From an optimization exercise on the open Yosys and OpenROAD flow, aimed at small area; shortcuts taken in it are not production practice.
RTL that was checked went through simulation tests only; none was proved equivalent to the original.
The RTL of run 1 was laid out without a check of its function.
Power is estimated from default activity; no workload was simulated.

==> flow/design.v, too long to show whole: its modules and the start of the top module <==
// module fa: 4 lines
// module multiply: 641 lines
module multiply (
    input             clk,
    input      [26:0] input_a,
    input      [26:0] input_b,
    output reg [26:0] output_q,
    output            underflow
);
  // ...
==> flow/flow/run.sh <==
#!/bin/bash
# Layout flow: the standard flow (standard.sh), except that
#  - synthesis maps the logic with our own ABC script (flow/abc.script) and
#    extracts half adders only inside the design's ha modules (full adders
#    everywhere); otherwise it is the standard flow's synthesis script unchanged;
#  - extra make variables from flow/extra.txt (port buffer cell, power
#    recovery).
# Tool logs are under orfs/logs; make's output goes to make_finish.log.
set -euo pipefail
W=$(pwd)
{
  head -n 1 synth_recipe.tcl
  cat <<'EOT'
proc abc {args} {
  set i [lsearch -exact $args -script]
  if {$i >= 0} { lset args [expr {$i + 1}] $::env(MY_ABC_SCRIPT) }
  yosys abc {*}$args
}
proc extract_fa {args} {
  yosys extract_fa -fa {*}$args
  yosys extract_fa -ha {*}$args ha
}
EOT
  tail -n +2 synth_recipe.tcl
} > my_synth.tcl
export MY_ABC_SCRIPT=$W/flow/abc.script
EXTRA=()
[[ -f flow/extra.txt ]] && mapfile -t EXTRA < flow/extra.txt
bash standard.sh SYNTH_SCRIPT=$W/my_synth.tcl "${EXTRA[@]}" finish > make_finish.log 2>&1
==> flow/flow/abc.script <==
strash
dch
map
topo
stime -c
==> flow/flow/extra.txt <==
BUFFER_PORTS_ARGS=-buffer_cell sky130_fd_sc_hd__buf_1
RECOVER_POWER=100
==> flow/standard.sh <==
#!/bin/bash
# synth_recipe.tcl (not shown) runs the flow's synth.tcl, then flattens the netlist and writes it again
# the make line also repeats each setting of config.mk as NAME=value (left out here)
make -C /OpenROAD-flow-scripts/flow DESIGN_CONFIG=/design/flow/config.mk WORK_HOME=/design/flow/orfs CLKGATE_MAP_FILE= SYNTH_SCRIPT=/design/flow/synth_recipe.tcl "${@:-finish}"
==> flow/config.mk <==
export PLATFORM = sky130hd
export DESIGN_NAME = multiply
export DESIGN_NICKNAME = multiply
export VERILOG_FILES = /design/flow/design.v
export SDC_FILE = /design/flow/constraint.sdc
export NUM_CORES = 4
export LEC_CHECK = 0
export CAP_MARGIN = 20
export CORE_MARGIN = 2
export CORE_UTILIZATION = 40
export PLACE_DENSITY = 0.6
export SLEW_MARGIN = 20
export SYNTH_HIERARCHICAL = 1
export SYNTH_MINIMUM_KEEP_SIZE = 0
==> flow/constraint.sdc <==
create_clock -name core_clock -period 8.5 [get_ports {clk}]
set_input_delay 1.7000 -clock core_clock [delete_from_list [all_inputs] [get_ports {clk}]]
set_output_delay 1.7000 -clock core_clock [all_outputs]
set_load 0.01 [all_outputs]
==> flow_metrics.py, run 1 <==
metrics = {
    "power": {
        "switching_share": 0.511,
        "seqPwrFrac": 0.064,
        "power_uw": 3510,
        "p_switching_uw": 1790,
        "p_seq_uw": 227,
    },
    "worst_hold_path": {
        "holdPathEnd": "output_q[26]",
    },
    "routing": {
        "routed_wirelength_um": 35800,
        "dr_total_vias": 9510,
        "drt-vias-per-instance": 6.13,
        "wl_met3_um": 4070,
    },
    "sta": {
        "whs_ns": 1.70,
        "fin_setup_tns_ns": 0,
    },
    "final_layout": {
        "largest_class": "multi-input gates",
        "multi_input_area_share": 0.702,
        "fin_cells": 1551,
        "multi_input_gates": 897,
        "largest_reg_flops": 27,
    },
    "placed_design": {
        "place_ws_ns": -0.285,
    },
    "synth": {
        "ys_seq_area_frac": 0.0701,
        "synth.largest_area_cell": "fa_1",
    },
    "critical_path": {
        "critPathMaxFanout": 5,
        "cp.depth": 35,
    },
    "floorplan": {
        "n_tap_cell": 260,
        "core-area_um2": 18800,
    },
    "global_route": {
        "grt_first_pass_wirelength_um": 53600,
        "grt_antenna_before_repair": 0,
        "grt_max_degree": 21,
    },
    "clocking": {
        "htree_levels": 1,
    },
    "outcome": {
        "status": "finished clean",
    },
}
==> run 2: changes to the inputs <==
--- a/flow/design.v
+++ b/flow/design.v
@@ -1,17 +1,24 @@
 module fa (input a, input b, input c, output s, output co);
   assign s = a ^ b ^ c;
   assign co = (a & b) | (a & c) | (b & c);
 endmodule
+module hai (input an, input bn, output sn, output con);
+  assign sn = ~(an ^ bn);
+  assign con = an | bn;
+endmodule
+module sel3 (input s1, input s2, input s3, input a, input b, input c, output y);
+  assign y = ~((s1 & a) | (s2 & b) | (s3 & c));
+endmodule
 module multiply (
     input             clk,
     input      [26:0] input_a,
     input      [26:0] input_b,
-    output reg [26:0] output_q,
+    output     [26:0] output_q,
     output            underflow
 );
 wire [17:0] ma = input_a[17:0];
 wire [17:0] mb = input_b[17:0];
 wire [7:0]  ea = input_a[25:18];
 wire [7:0]  eb = input_b[25:18];
 wire [8:0]  esum = ea + eb;
 assign underflow = esum < 9'd127;
@@ -355,59 +362,50 @@
 assign ppn_8_12 = ~((s1_8 & ma[12]) | (s2_8 & ma[11]) | (s3_8 & t[12]));
 assign ppn_8_13 = ~((s1_8 & ma[13]) | (s2_8 & ma[12]) | (s3_8 & t[13]));
 assign ppn_8_14 = ~((s1_8 & ma[14]) | (s2_8 & ma[13]) | (s3_8 & t[14]));
 assign ppn_8_15 = ~((s1_8 & ma[15]) | (s2_8 & ma[14]) | (s3_8 & t[15]));
 assign ppn_8_16 = ~((s1_8 & ma[16]) | (s2_8 & ma[15]) | (s3_8 & t[16]));
 assign ppn_8_17 = ~((s1_8 & ma[17]) | (s2_8 & ma[16]) | (s3_8 & t[17]));
 assign ppn_8_18 = ~((s2_8 & ma[17]) | (s3_8 & t[18]));
 assign ppn_8_19 = ~((s3_8 & t[19]));
-assign is0 = ~(ppn_0_12 ^ ppn_1_10);
-assign ic0 = ppn_0_12 | ppn_1_10;
+hai u_hai0 (.an(ppn_0_12), .bn(ppn_1_10), .sn(is0), .con(ic0));
 fa u_fa0 (.a(ppn_0_13), .b(ppn_1_11), .c(ppn_2_9), .s(fs0), .co(fc0));
 fa u_fa1 (.a(ppn_0_14), .b(ppn_1_12), .c(ppn_2_10), .s(fs1), .co(fc1));
-assign is1 = ~(ppn_3_8 ^ ppn_4_6);
-assign ic1 = ppn_3_8 | ppn_4_6;
+hai u_hai1 (.an(ppn_3_8), .bn(ppn_4_6), .sn(is1), .con(ic1));
 fa u_fa2 (.a(ppn_0_15), .b(ppn_1_13), .c(ppn_2_11), .s(fs2), .co(fc2));
 fa u_fa3 (.a(ppn_3_9), .b(ppn_4_7), .c(ppn_5_5), .s(fs3), .co(fc3));
 fa u_fa4 (.a(ppn_0_16), .b(ppn_1_14), .c(ppn_2_12), .s(fs4), .co(fc4));
 fa u_fa5 (.a(ppn_3_10), .b(ppn_4_8), .c(ppn_5_6), .s(fs5), .co(fc5));
-assign is2 = ~(ppn_6_4 ^ ppn_7_2);
-assign ic2 = ppn_6_4 | ppn_7_2;
+hai u_hai2 (.an(ppn_6_4), .bn(ppn_7_2), .sn(is2), .con(ic2));
 fa u_fa6 (.a(ppn_0_17), .b(ppn_1_15), .c(ppn_2_13), .s(fs6), .co(fc6));
 fa u_fa7 (.a(ppn_3_11), .b(ppn_4_9), .c(ppn_5_7), .s(fs7), .co(fc7));
 fa u_fa8 (.a(ppn_6_5), .b(ppn_7_3), .c(ppn_8_1), .s(fs8), .co(fc8));
 fa u_fa9 (.a(ppn_0_18), .b(ppn_1_16), .c(ppn_2_14), .s(fs9), .co(fc9));
 fa u_fa10 (.a(ppn_3_12), .b(ppn_4_10), .c(ppn_5_8), .s(fs10), .co(fc10));
 fa u_fa11 (.a(ppn_6_6), .b(ppn_7_4), .c(ppn_8_2), .s(fs11), .co(fc11));
 fa u_fa12 (.a(ppn_0_19), .b(ppn_1_17), .c(ppn_2_15), .s(fs12), .co(fc12));
 fa u_fa13 (.a(ppn_3_13), .b(ppn_4_11), .c(ppn_5_9), .s(fs13), .co(fc13));
 fa u_fa14 (.a(ppn_6_7), .b(ppn_7_5), .c(ppn_8_3), .s(fs14), .co(fc14));
 fa u_fa15 (.a(ppn_1_18), .b(ppn_2_16), .c(ppn_3_14), .s(fs15), .co(fc15));
 fa u_fa16 (.a(ppn_4_12), .b(ppn_5_10), .c(ppn_6_8), .s(fs16), .co(fc16));
-assign is3 = ~(ppn_7_6 ^ ppn_8_4);
-assign ic3 = ppn_7_6 | ppn_8_4;
+hai u_hai3 (.an(ppn_7_6), .bn(ppn_8_4), .sn(is3), .con(ic3));
 fa u_fa17 (.a(ppn_1_19), .b(ppn_2_17), .c(ppn_3_15), .s(fs17), .co(fc17));
 fa u_fa18 (.a(ppn_4_13), .b(ppn_5_11), .c(ppn_6_9), .s(fs18), .co(fc18));
-assign is4 = ~(ppn_7_7 ^ ppn_8_5);
-assign ic4 = ppn_7_7 | ppn_8_5;
+hai u_hai4 (.an(ppn_7_7), .bn(ppn_8_5), .sn(is4), .con(ic4));
 fa u_fa19 (.a(ppn_2_18), .b(ppn_3_16), .c(ppn_4_14), .s(fs19), .co(fc19));
 fa u_fa20 (.a(ppn_5_12), .b(ppn_6_10), .c(ppn_7_8), .s(fs20), .co(fc20));
 fa u_fa21 (.a(ppn_2_19), .b(ppn_3_17), .c(ppn_4_15), .s(fs21), .co(fc21));
-assign is5 = ~(ppn_5_13 ^ ppn_6_11);
-assign ic5 = ppn_5_13 | ppn_6_11;
+hai u_hai5 (.an(ppn_5_13), .bn(ppn_6_11), .sn(is5), .con(ic5));
 fa u_fa22 (.a(ppn_3_18), .b(ppn_4_16), .c(ppn_5_14), .s(fs22), .co(fc22));
-assign is6 = ~(ppn_3_19 ^ ppn_4_17);
-assign ic6 = ppn_3_19 | ppn_4_17;
-assign is7 = ~(ppn_0_8 ^ ppn_1_6);
-assign ic7 = ppn_0_8 | ppn_1_6;
+hai u_hai6 (.an(ppn_3_19), .bn(ppn_4_17), .sn(is6), .con(ic6));
+hai u_hai7 (.an(ppn_0_8), .bn(ppn_1_6), .sn(is7), .con(ic7));
 fa u_fa23 (.a(ppn_0_9), .b(ppn_1_7), .c(ppn_2_5), .s(fs23), .co(fc23));
 fa u_fa24 (.a(ppn_0_10), .b(ppn_1_8), .c(ppn_2_6), .s(fs24), .co(fc24));
-assign is8 = ~(ppn_3_4 ^ ppn_4_2);
-assign ic8 = ppn_3_4 | ppn_4_2;
+hai u_hai8 (.an(ppn_3_4), .bn(ppn_4_2), .sn(is8), .con(ic8));
 fa u_fa25 (.a(ppn_0_11), .b(ppn_1_9), .c(ppn_2_7), .s(fs25), .co(fc25));
 fa u_fa26 (.a(ppn_3_5), .b(ppn_4_3), .c(ppn_5_1), .s(fs26), .co(fc26));
 fa u_fa27 (.a(is0), .b(ppn_2_8), .c(ppn_3_6), .s(fs27), .co(fc27));
 fa u_fa28 (.a(ppn_4_4), .b(ppn_5_2), .c(ppn_6_0), .s(fs28), .co(fc28));
 fa u_fa29 (.a(ic0), .b(fs0), .c(ppn_3_7), .s(fs29), .co(fc29));
 fa u_fa30 (.a(ppn_4_5), .b(ppn_5_3), .c(ppn_6_1), .s(fs30), .co(fc30));
 fa u_fa31 (.a(fc0), .b(fs1), .c(is1), .s(fs31), .co(fc31));
 fa u_fa32 (.a(ppn_5_4), .b(ppn_6_2), .c(ppn_7_0), .s(fs32), .co(fc32));
@@ -431,23 +429,20 @@
 fa u_fa50 (.a(is5), .b(ppn_7_9), .c(ppn_8_7), .s(fs50), .co(fc50));
 fa u_fa51 (.a(fc21), .b(ic5), .c(fs22), .s(fs51), .co(fc51));
 fa u_fa52 (.a(ppn_6_12), .b(ppn_7_10), .c(ppn_8_8), .s(fs52), .co(fc52));
 fa u_fa53 (.a(fc22), .b(is6), .c(ppn_5_15), .s(fs53), .co(fc53));
 fa u_fa54 (.a(ppn_6_13), .b(ppn_7_11), .c(ppn_8_9), .s(fs54), .co(fc54));
 fa u_fa55 (.a(ic6), .b(ppn_4_18), .c(ppn_5_16), .s(fs55), .co(fc55));
 fa u_fa56 (.a(ppn_6_14), .b(ppn_7_12), .c(ppn_8_10), .s(fs56), .co(fc56));
 fa u_fa57 (.a(ppn_4_19), .b(ppn_5_17), .c(ppn_6_15), .s(fs57), .co(fc57));
-assign is9 = ~(ppn_7_13 ^ ppn_8_11);
-assign ic9 = ppn_7_13 | ppn_8_11;
+hai u_hai9 (.an(ppn_7_13), .bn(ppn_8_11), .sn(is9), .con(ic9));
 fa u_fa58 (.a(ppn_5_18), .b(ppn_6_16), .c(ppn_7_14), .s(fs58), .co(fc58));
-assign is10 = ~(ppn_5_19 ^ ppn_6_17);
-assign ic10 = ppn_5_19 | ppn_6_17;
-assign is11 = ~(ppn_0_6 ^ ppn_1_4);
-assign ic11 = ppn_0_6 | ppn_1_4;
+hai u_hai10 (.an(ppn_5_19), .bn(ppn_6_17), .sn(is10), .con(ic10));
+hai u_hai11 (.an(ppn_0_6), .bn(ppn_1_4), .sn(is11), .con(ic11));
 fa u_fa59 (.a(ppn_0_7), .b(ppn_1_5), .c(ppn_2_3), .s(fs59), .co(fc59));
 fa u_fa60 (.a(is7), .b(ppn_2_4), .c(ppn_3_2), .s(fs60), .co(fc60));
 fa u_fa61 (.a(ic7), .b(fs23), .c(ppn_3_3), .s(fs61), .co(fc61));
 fa u_fa62 (.a(fc23), .b(fs24), .c(is8), .s(fs62), .co(fc62));
 fa u_fa63 (.a(fc24), .b(ic8), .c(fs25), .s(fs63), .co(fc63));
 fa u_fa64 (.a(fc25), .b(fc26), .c(fs27), .s(fs64), .co(fc64));
 fa u_fa65 (.a(fc27), .b(fc28), .c(fs29), .s(fs65), .co(fc65));
 fa u_fa66 (.a(fc29), .b(fc30), .c(fs31), .s(fs66), .co(fc66));
@@ -462,20 +457,18 @@
 fa u_fa75 (.a(fc47), .b(fc48), .c(fs49), .s(fs75), .co(fc75));
 fa u_fa76 (.a(fc49), .b(fc50), .c(fs51), .s(fs76), .co(fc76));
 fa u_fa77 (.a(fc51), .b(fc52), .c(fs53), .s(fs77), .co(fc77));
 fa u_fa78 (.a(fc53), .b(fc54), .c(fs55), .s(fs78), .co(fc78));
 fa u_fa79 (.a(fc55), .b(fc56), .c(fs57), .s(fs79), .co(fc79));
 fa u_fa80 (.a(fc57), .b(ic9), .c(fs58), .s(fs80), .co(fc80));
 fa u_fa81 (.a(fc58), .b(is10), .c(ppn_7_15), .s(fs81), .co(fc81));
 fa u_fa82 (.a(ic10), .b(ppn_6_18), .c(ppn_7_16), .s(fs82), .co(fc82));
-assign is12 = ~(ppn_6_19 ^ ppn_7_17);
-assign ic12 = ppn_6_19 | ppn_7_17;
-assign is13 = ~(ppn_0_4 ^ ppn_1_2);
-assign ic13 = ppn_0_4 | ppn_1_2;
+hai u_hai12 (.an(ppn_6_19), .bn(ppn_7_17), .sn(is12), .con(ic12));
+hai u_hai13 (.an(ppn_0_4), .bn(ppn_1_2), .sn(is13), .con(ic13));
 fa u_fa83 (.a(ppn_0_5), .b(ppn_1_3), .c(ppn_2_1), .s(fs83), .co(fc83));
 fa u_fa84 (.a(is11), .b(ppn_2_2), .c(ppn_3_0), .s(fs84), .co(fc84));
 fa u_fa85 (.a(ic11), .b(fs59), .c(ppn_3_1), .s(fs85), .co(fc85));
 fa u_fa86 (.a(fc59), .b(fs60), .c(ppn_4_0), .s(fs86), .co(fc86));
 fa u_fa87 (.a(fc60), .b(fs61), .c(ppn_4_1), .s(fs87), .co(fc87));
 fa u_fa88 (.a(fc61), .b(fs62), .c(ppn_5_0), .s(fs88), .co(fc88));
 fa u_fa89 (.a(fc62), .b(fs63), .c(fs26), .s(fs89), .co(fc89));
 fa u_fa90 (.a(fc63), .b(fs64), .c(fs28), .s(fs90), .co(fc90));
@@ -494,18 +487,17 @@
 fa u_fa103 (.a(fc76), .b(fs77), .c(fs54), .s(fs103), .co(fc103));
 fa u_fa104 (.a(fc77), .b(fs78), .c(fs56), .s(fs104), .co(fc104));
 fa u_fa105 (.a(fc78), .b(fs79), .c(is9), .s(fs105), .co(fc105));
 fa u_fa106 (.a(fc79), .b(fs80), .c(ppn_8_12), .s(fs106), .co(fc106));
 fa u_fa107 (.a(fc80), .b(fs81), .c(ppn_8_13), .s(fs107), .co(fc107));
 fa u_fa108 (.a(fc81), .b(fs82), .c(ppn_8_14), .s(fs108), .co(fc108));
 fa u_fa109 (.a(fc82), .b(is12), .c(ppn_8_15), .s(fs109), .co(fc109));
 fa u_fa110 (.a(ic12), .b(ppn_7_18), .c(ppn_8_16), .s(fs110), .co(fc110));
-assign is14 = ~(ppn_7_19 ^ ppn_8_17);
-assign ic14 = ppn_7_19 | ppn_8_17;
+hai u_hai14 (.an(ppn_7_19), .bn(ppn_8_17), .sn(is14), .con(ic14));
 wire [35:0] ran = {ppn_8_19, ic14, fc110, fc109, fc108, fc107, fc106, fc105, fc104, fc103, fc102, fc101, fc100, fc99, fc98, fc97, fc96, fc95, fc94, fc93, fc92, fc91, fc90, fc89, fc88, fc87, fc86, fc85, fc84, fc83, ic13, is13, ppn_0_3, ppn_0_2, ppn_0_1, ppn_0_0};
 wire [35:0] rbn = {1'b1, ppn_8_18, is14, fs110, fs109, fs108, fs107, fs106, fs105, fs104, fs103, fs102, fs101, fs100, fs99, fs98, fs97, fs96, fs95, fs94, fs93, fs92, fs91, fs90, fs89, fs88, fs87, fs86, fs85, fs84, fs83, ppn_2_0, ppn_1_1, ppn_1_0, 1'b1, 1'b1};
 wire [35:0] pr, g, p;
 assign p = ran ^ rbn;
 assign g = ~(ran | rbn);
 wire cG0 = g[1] | (p[1] & g[0]);
 wire cG1 = g[3] | (p[3] & g[2]);
 wire cP1 = p[3] & p[2];
@@ -630,16 +622,21 @@
 assign pr[28] = p[28] ^ cG37;
 assign pr[29] = p[29] ^ cG60;
 assign pr[30] = p[30] ^ cG45;
 assign pr[31] = p[31] ^ cG61;
 assign pr[32] = p[32] ^ cG33;
 assign pr[33] = p[33] ^ cG62;
 assign pr[34] = p[34] ^ cG46;
 assign pr[35] = p[35] ^ cG63;
-wire p35 = pr[35];
 wire nz = (|ma) & (|mb);
-wire [7:0] einc = esum[7:0] + 8'd1;
-wire [7:0] e = p35 ? einc : esum[7:0];
-wire [17:0] m = p35 ? pr[35:18] : pr[34:17];
-always @(posedge clk)
-    output_q <= {(input_a[26] ^ input_b[26]) & nz, {~e[7], e[6:0]} & {8{nz}}, m};
+reg        q_sign;
+reg [7:0]  q_exp;
+reg [18:0] q_prod;
+always @(posedge clk) begin
+    q_sign <= (input_a[26] ^ input_b[26]) & nz;
+    q_exp  <= {~esum[7], esum[6:0]} & {8{nz}};
+    q_prod <= pr[35:17];
+end
+wire [7:0] e = q_exp + {7'd0, q_prod[18]};
+wire [17:0] m = q_prod[18] ? q_prod[18:1] : q_prod[17:0];
+assign output_q = {q_sign, e, m};
 endmodule
==> flow/flow/run.sh (replaced) <==
#!/bin/bash
# Layout flow: the standard flow (standard.sh), except that
#  - synthesis maps the small leaf modules (sel3, hai) with an area-oriented
#    ABC script (flow/abc_leaf.script) and the rest with flow/abc.script, and
#    extracts half adders only inside the design's ha modules (full adders
#    everywhere); otherwise it is the standard flow's synthesis script unchanged;
#  - extra make variables from flow/extra.txt (port buffer cell, power
#    recovery).
# Tool logs are under orfs/logs; make's output goes to make_finish.log.
set -euo pipefail
W=$(pwd)
{
  head -n 1 synth_recipe.tcl
  cat <<'EOT'
proc abc {args} {
  set i [lsearch -exact $args -script]
  set a1 $args; set a2 $args
  lset a1 [expr {$i + 1}] $::env(MY_ABC_SCRIPT_LEAF)
  lset a2 [expr {$i + 1}] $::env(MY_ABC_SCRIPT)
  yosys abc {*}$a1 sel3 hai
  yosys abc {*}$a2 multiply
}
proc extract_fa {args} {
  yosys extract_fa -fa {*}$args
  yosys extract_fa -ha {*}$args ha
}
EOT
  tail -n +2 synth_recipe.tcl
} > my_synth.tcl
export MY_ABC_SCRIPT=$W/flow/abc.script
export MY_ABC_SCRIPT_LEAF=$W/flow/abc_leaf.script
EXTRA=()
[[ -f flow/extra.txt ]] && mapfile -t EXTRA < flow/extra.txt
bash standard.sh SYNTH_SCRIPT=$W/my_synth.tcl "${EXTRA[@]}" finish > make_finish.log 2>&1
==> flow/flow/abc.script (replaced) <==
strash
dch
map -D 5000
topo
stime -c
==> flow/flow/abc_leaf.script (new file) <==
strash
dch
amap
topo
stime -c
==> flow/config.mk (replaced) <==
export PLATFORM = sky130hd
export DESIGN_NAME = multiply
export DESIGN_NICKNAME = multiply
export VERILOG_FILES = /design/flow/design.v
export SDC_FILE = /design/flow/constraint.sdc
export NUM_CORES = 4
export LEC_CHECK = 0
export CAP_MARGIN = 20
export CORE_MARGIN = 2
export CORE_UTILIZATION = 40
export GPL_TIMING_DRIVEN = 0
export PLACE_DENSITY = 0.6
export SLEW_MARGIN = 20
export SYNTH_HIERARCHICAL = 1
export SYNTH_MINIMUM_KEEP_SIZE = 0
==> flow_metrics.py, run 2 <==
metrics = {
    "floorplan": {
        "core-area_um2": 18100,
        "die-height_um": 140,
        "start_util": 0.411,
        "die_w_um": 140,
        "rows": 49,
        "dieArea_um2": 19700,
        "io_pins": 83,
    },
    "clocking": {
        "cts_buffers": 3,
        "clk_pin_slew_ns": 0.07,
        "cts.sinks": 28,
        "root_buffer": "clkbuf_16",
        "cts_hold_buf": 0,
        "htree_levels": 1,
        "cts_tree": "yes",
        "cts_buffer_depth": 2,
    },
    "placed_design": {
        "gp_congestion": 1.00,
        "post-dp-hpwl_um": 21800,
        "place_inst": 1340,
        "place_ws_ns": -2.10,
        "port_buffers": 82,
    },
    "power": {
        "power_uw": 2640,
        "power_density_nw_per_um2": 311,
        "peakVddDrop_mv": 0.267,
        "p_leak_uw": 0.00283,
    },
    "global_route": {
        "grt_overflow_total": 0,
        "grt_antenna_before_repair": 0,
        "grt_pass1_vias": 8013,
        "grt_max_degree": 23,
        "track_usage": 0.288,
        "grt_first_pass_wirelength_um": 44300,
    },
    "critical_path": {
        "critPathMaxFanout": 18,
        "crit_type": "primary input to flop",
        "cp_data_required_time_ns": 8.65,
        "critPathArrivalTime_ns": 8.35,
        "cp-end-kind": "flop",
        "slowest_delay_ns": 0.64,
        "start_kind": "primary input",
        "cp_common_cell": "fa_1",
        "cpMaxStageDelayCell": "fa_2",
    },
    "routing": {
        "routed_wirelength_um": 28200,
        "drt_pass1_iterations": 5,
        "drtIter0Drc": 905,
        "drt-vias-per-instance": 6.06,
        "drc": 0,
        "wire_per_inst_um": 20.8,
        "drtAntennaViolNets": 0,
        "dr_total_vias": 8212,
    },
    "final_layout": {
        "final_common_cell": "a21oi_1",
        "antenna_cells": 0,
        "area.growth.synth_to_final_pct": 14.2,
        "fin_cells": 1356,
        "drive_gt1_frac": 0.0674,
        "mostFrequentLayoutCells": "a21oi_1, nand2_1, o22ai_1",
        "area.sequential_um2": 561,
        "fill_cells": 1913,
        "top_register": "q_prod",
        "multiInputGateArea_um2": 6460,
        "fin_nets": 1312,
        "largest_reg_flops": 19,
        "reg_top3": "q_prod x19, q_exp x8, q_sign x1",
    },
    "synth": {
        "synth_top_area_share": 0.347,
        "yosysWarnings": 9,
        "yosys_register_bits": 28,
        "synth_area_leaders": "fa_1, o22ai_1, a21oi_1, clkinv_1, dfxtp_1",
        "yosys-top-cells-count": "a21oi_1, clkinv_1, nand2_1",
        "synth_edf_count": 0,
        "syn-instance-count": 1029,
        "synth_area_per_cell_um2": 7.22,
        "ys.flop_type": "dfxtp_1",
        "yosysUniqueCellTypes": 26,
        "synth.most_common_cell": "a21oi_1",
        "async_flop_share": 0,
        "synth.largest_area_cell": "fa_1",
        "ys_seq_area_frac": 0.0754,
        "syn_nets": 1213,
        "netlist_area_um2": 7430,
    },
    "sta": {
        "max_freq_ghz": 0.122,
        "finalSetupViolations": 0,
        "drv_slew": 0,
        "hold_viol": 0,
        "layout_setup_ws_ns": 0.295,
        "min_period_ns": 8.21,
        "tightest_slew_ns": 1.33,
        "maxSlewHeadroom": 0.109,
        "final.period_utilization": 0.965,
    },
    "outcome": {
        "status": "finished clean",
    },
    "job": {
        "drv_cap": 0,
    },
    "worst_hold_path": {
        "holdCritPathClass": "primary input to flop",
    },
}
## run 2: worst max-delay path, delay by kind of cell
family / cells / cell delay (ns)
fa+ha+maj: 6 / 3.03
xor+xnor: 1 / 0.14
compound gates: 8 / 1.17
simple gates: 11 / 1.33
buf+inv: 5 / 0.98
## run 2: area by class of cell
class	count	share of cell area
Inverter	156	0.0745
Timing Repair Buffer	94	0.0535
Multi-Input combinational cell	844	0.761
Buffer	1	0.000885
Clock buffer	4	0.0105
Tap cell	229	0.0338
Sequential cell	28	0.0660
## run 2: power breakdown
group          switching [µW]  total (µW)  internal (µW)
clock network            43.4         115           72.1
registers                28.2         248            220
logic                    1340        2270            929
total                    1410        2640           1220
## run 2: repair_timing
action	CTS	global route
endpoints found under the setup margin	19	12
setup buffers	6	6
hold endpoints to repair	0	0
pin swaps	6	5
gates cloned	0	0
resized for setup	59	28
## run 2: logic make-up after synthesis
| group | after synthesis | synth area share |
|---|---|---|
| adders and majority gates | 129 | 0.347 |
| and+or+nand+nor | 304 | 0.165 |
| AOI/OAI and AO/OA | 371 | 0.285 |
| xor gates and xnor gates | 40 | 0.0471 |
| buffers and inverters | 157 | 0.0798 |
| DFF | 28 | 0.0754 |
## run 2: routing by layer
layer  GRT usage  part of all wire  vias up
li1            -                 -     3794
met1       0.393              0.41     3821
met2       0.446              0.44      507
met3      0.0663              0.11       90
met4       0.107             0.046        0
met5           0                 0        -
## run 2: path summary, 6_finish.rpt
path               startpoint    endpoint  slack, ns  cells after the start
hold / removal    input_a[26]      q_sign       1.70                      3
setup / recovery   input_a[8]  q_prod[18]       0.29                     31
## run 2: modules after synthesis, one instance, submodules excluded
| module | flops+latches | times used | cells inside |
|---|---|---|---|
| multiply | 28 | 1 | 858 |
| fa | 0 | 111 | 1 |
| hai | 0 | 15 | 4 |
## run 2: metrics by stage
step                      TNS [ns]  cell area [µm²]  hold slack, ns   util
after floorplan                  0             7430            1.85      -
after global placement      -30.16             8030            1.96  0.444
after detailed placement    -30.44             8040            1.97  0.444
after CTS                        0             8350            1.70  0.462
after global routing      -0.00396             8490            1.74  0.469
final                            0             8490            1.70  0.469
==> run 3: changes to the inputs <==
--- a/flow/config.mk
+++ b/flow/config.mk
@@ -8,7 +8,7 @@
 export CAP_MARGIN = 20
 export CORE_MARGIN = 2
-export CORE_UTILIZATION = 40
+export CORE_UTILIZATION = 60
 export GPL_TIMING_DRIVEN = 0
-export PLACE_DENSITY = 0.6
+export PLACE_DENSITY = 0.72
 export SLEW_MARGIN = 20
 export SYNTH_HIERARCHICAL = 1
==> flow_metrics.py, run 3 <==
metrics = {
    "routing": {
        "drtAntennaViolNets": 0,
        "drtIter0Drc": 1544,
        "wire_per_inst_um": 21.1,
        "drt-vias-per-instance": 6.78,
        "drt_pass1_iterations": 8,
        "routed_wirelength_um": 27300,
        "drc": 0,
        "dr_total_vias": 8752,
    },
    "synth": {
        "synth-compound-area-share": 0.285,
        "synth_mux_area_frac": 0,
        "yosys-top-cells-count": "a21oi_1, clkinv_1, nand2_1",
        "synth.most_common_cell": "a21oi_1",
        "yosysUniqueCellTypes": 26,
        "syn-instance-count": 1029,
        "ys.flop_type": "dfxtp_1",
        "netlist_area_um2": 7430,
        "ys_seq_area_frac": 0.0754,
        "synth-simple-area-share": 0.165,
        "synth_edf_count": 0,
        "synthAdderAreaFrac": 0.347,
        "synth.largest_area_cell": "fa_1",
        "synth_area_per_cell_um2": 7.22,
        "yosys_register_bits": 28,
        "async_flop_share": 0,
        "syn_nets": 1213,
        "yosysWarnings": 9,
        "synth_top_family_by_area": "adder cells",
        "synth_top_area_share": 0.347,
        "synth_xor_area_frac": 0.0471,
        "synth_area_leaders": "fa_1, o22ai_1, a21oi_1, clkinv_1, dfxtp_1",
    },
    "floorplan": {
        "io_pins": 83,
        "core-area_um2": 12100,
        "rows": 40,
        "start_util": 0.616,
        "die_w_um": 115,
        "die-height_um": 115,
        "dieArea_um2": 13300,
    },
    "sta": {
        "max_freq_ghz": 0.122,
        "layout_setup_ws_ns": 0.294,
        "finalSetupViolations": 0,
        "min_period_ns": 8.21,
        "tightest_slew_ns": 1.23,
        "drv_slew": 0,
        "rsz0062_at_grt": "no",
        "maxSlewHeadroom": 0.179,
        "final.period_utilization": 0.965,
        "hold_viol": 0,
    },
    "power": {
        "peakVddDrop_mv": 0.354,
        "p_leak_uw": 0.00281,
        "power_uw": 2620,
        "power_density_nw_per_um2": 313,
    },
    "placed_design": {
        "gp_congestion": 1.10,
        "post-dp-hpwl_um": 19900,
        "port_buffers": 82,
        "place_ws_ns": -2.06,
    },
    "clocking": {
        "cts.sinks": 28,
        "cts_buffer_depth": 2,
        "htree_levels": 1,
        "cts_buffers": 3,
        "cts_tree": "yes",
        "root_buffer": "clkbuf_16",
        "clk_pin_slew_ns": 0.06,
    },
    "worst_hold_path": {
        "holdCritPathClass": "primary input to flop",
        "hold_start": "input_a[26]",
    },
    "final_layout": {
        "top_register": "q_prod",
        "final_common_cell": "a21oi_1",
        "area.growth.synth_to_final_pct": 12.7,
        "mostFrequentLayoutCells": "a21oi_1, nand2_1, o22ai_1",
        "fin_nets": 1308,
        "largest_reg_flops": 19,
        "reg_top3": "q_prod x19, q_exp x8, q_sign x1",
        "antenna_cells": 0,
        "drive_gt1_frac": 0.0623,
    },
    "global_route": {
        "grt_antenna_before_repair": 1,
        "grt_first_pass_wirelength_um": 42300,
        "grt_pass1_vias": 8229,
        "track_usage": 0.415,
        "grt_overflow_total": 0,
        "grt_max_degree": 23,
    },
    "critical_path": {
        "cp-end-kind": "flop",
        "crit_buf_inv": 5,
        "critPathMaxFanout": 17,
        "setup.worst_path.start": "input_a[12]",
        "slowest_delay_ns": 0.56,
        "crit_type": "primary input to flop",
        "cpMaxStageDelayCell": "fa_2",
        "cp_common_cell": "fa_1",
        "start_kind": "primary input",
        "cp_data_required_time_ns": 8.65,
        "crit_family": "adder cells",
        "critPathArrivalTime_ns": 8.36,
    },
    "outcome": {
        "status": "finished clean",
    },
    "job": {
        "drv_cap": 0,
    },
}
## run 3: cell count changes in the layout (fill, tap and decap cells not counted), moves of 2 or more
| cell | change |
|---|---|
| buf_4 | -7 |
| clkbuf_2 | +2 |
| clkinv_2 | -2 |
| buf_6 | +2 |
## run 3: report_power, final
group / internal, µW / leakage (µW) / switching, µW
logic: 916 / 0.00253 / 1350
registers: 220 / 0.000236 / 26.8
clock network: 72.1 / 0.0000442 / 42.8
total: 1210 / 0.00281 / 1420
## run 3: through the flow
step                      utilization  instance area, µm²  TNS [ns]  hold slack, ns  instances
final                           0.695                8380         0            1.74       1291
after global placement          0.659                7950    -29.94            1.98       1279
after CTS                       0.684                8250         0            1.74       1288
after floorplan                     -                7430         0            1.85       1029
after detailed placement        0.660                7960    -30.25            2.01       1279
after global routing            0.695                8380         0            1.74       1291
## run 3: worst min-delay path, delay by kind of cell
kind	cells	cell delay (ns)
buffers and inverters	1	0.10
and+or+nand+nor	1	0.09
xor gates and xnor gates	1	0.08
## run 3: timing repair
item,in CTS,in global routing
hold buffers,0,0
gates resized for setup,54,36
buffers inserted,5,2
pin swaps,5,3
cloned,0,0
endpoints found under the setup margin,19,10
## run 3: final timing paths
kind | cells after the start | endpoint | slack [ns]
min | 3 | q_sign | 1.74
max | 30 | q_prod[18] | 0.29
## run 3: cells by family (layout without fill, tap and decap cells)
kind of cell | Yosys count | after routing
and+or+nand+nor | 304 | 304
buffers and inverters | 157 | 251
adders and majority gates | 129 | 129
xor gates and xnor gates | 40 | 40
AOI/OAI and AO/OA | 371 | 371
DFF | 28 | 28
## run 3: modules after synthesis (local to each module, per instance)
module | flip-flops and latches | times used | cells inside | cell area (µm²)
fa | 0 | 111 | 1 | 20.0
hai | 0 | 15 | 4 | 16.3
multiply | 28 | 1 | 858 | 4970
## run 3: cell type report
| type | count | area (µm²) |
|---|---|---|
| inverter | 156 | 634 |
| sequential | 28 | 561 |
| buffer | 1 | 7.51 |
| tap | 168 | 210 |
| multi-input combinational | 844 | 6440 |
| timing repair buffer | 90 | 433 |
| fill | 1087 | 3680 |
| clock buffer | 4 | 88.8 |
## run 3: metal layers
layer	GRT usage	vias to the layer above	routed length, µm
li1	-	3783	-
met1	0.519	3953	9640
met2	0.612	787	11300
met3	0.170	227	4140
met4	0.224	2	2180
met5	0	-	13

-- port drivers added, routing unchanged --
In the flow no input, the clock included, has a driving cell. The finished layouts below were timed again as built, in two steps.
Step 1 sets driving cells, clkbuf_16 on the clock port and buf_2 on the other inputs (assumed; they add their load-dependent delay and slew).
Step 2 adds t to the input delays and takes it off the output delays; t is the mean of the earliest and latest rising clock arrival at the registers after step 1. Input paths then give back, and output paths get back, about the clock's delay inside the block.
Three values: no drivers, after step 1, after step 2; two values: the first two.
run	shift t [ns]	setup WS [ns]	hold WS [ns]	worst setup path at the end	cell pins on the clock port's net
run 1	0.298	0.479 / 0.494 / 0.196	1.700 / 1.694 / 1.992	input to register	1
run 2	0.292	0.295 / 0.300 / 0.008	1.699 / 1.696 / 1.988	input to register	1
run 3	0.294	0.294 / 0.305 / 0.011	1.744 / 1.737 / 2.031	input to register	1
After both steps setup and hold are still met in every run listed. The setup slack of run 2, which loses most, moves by +0.005 ns with the drivers and by -0.287 ns with both steps.
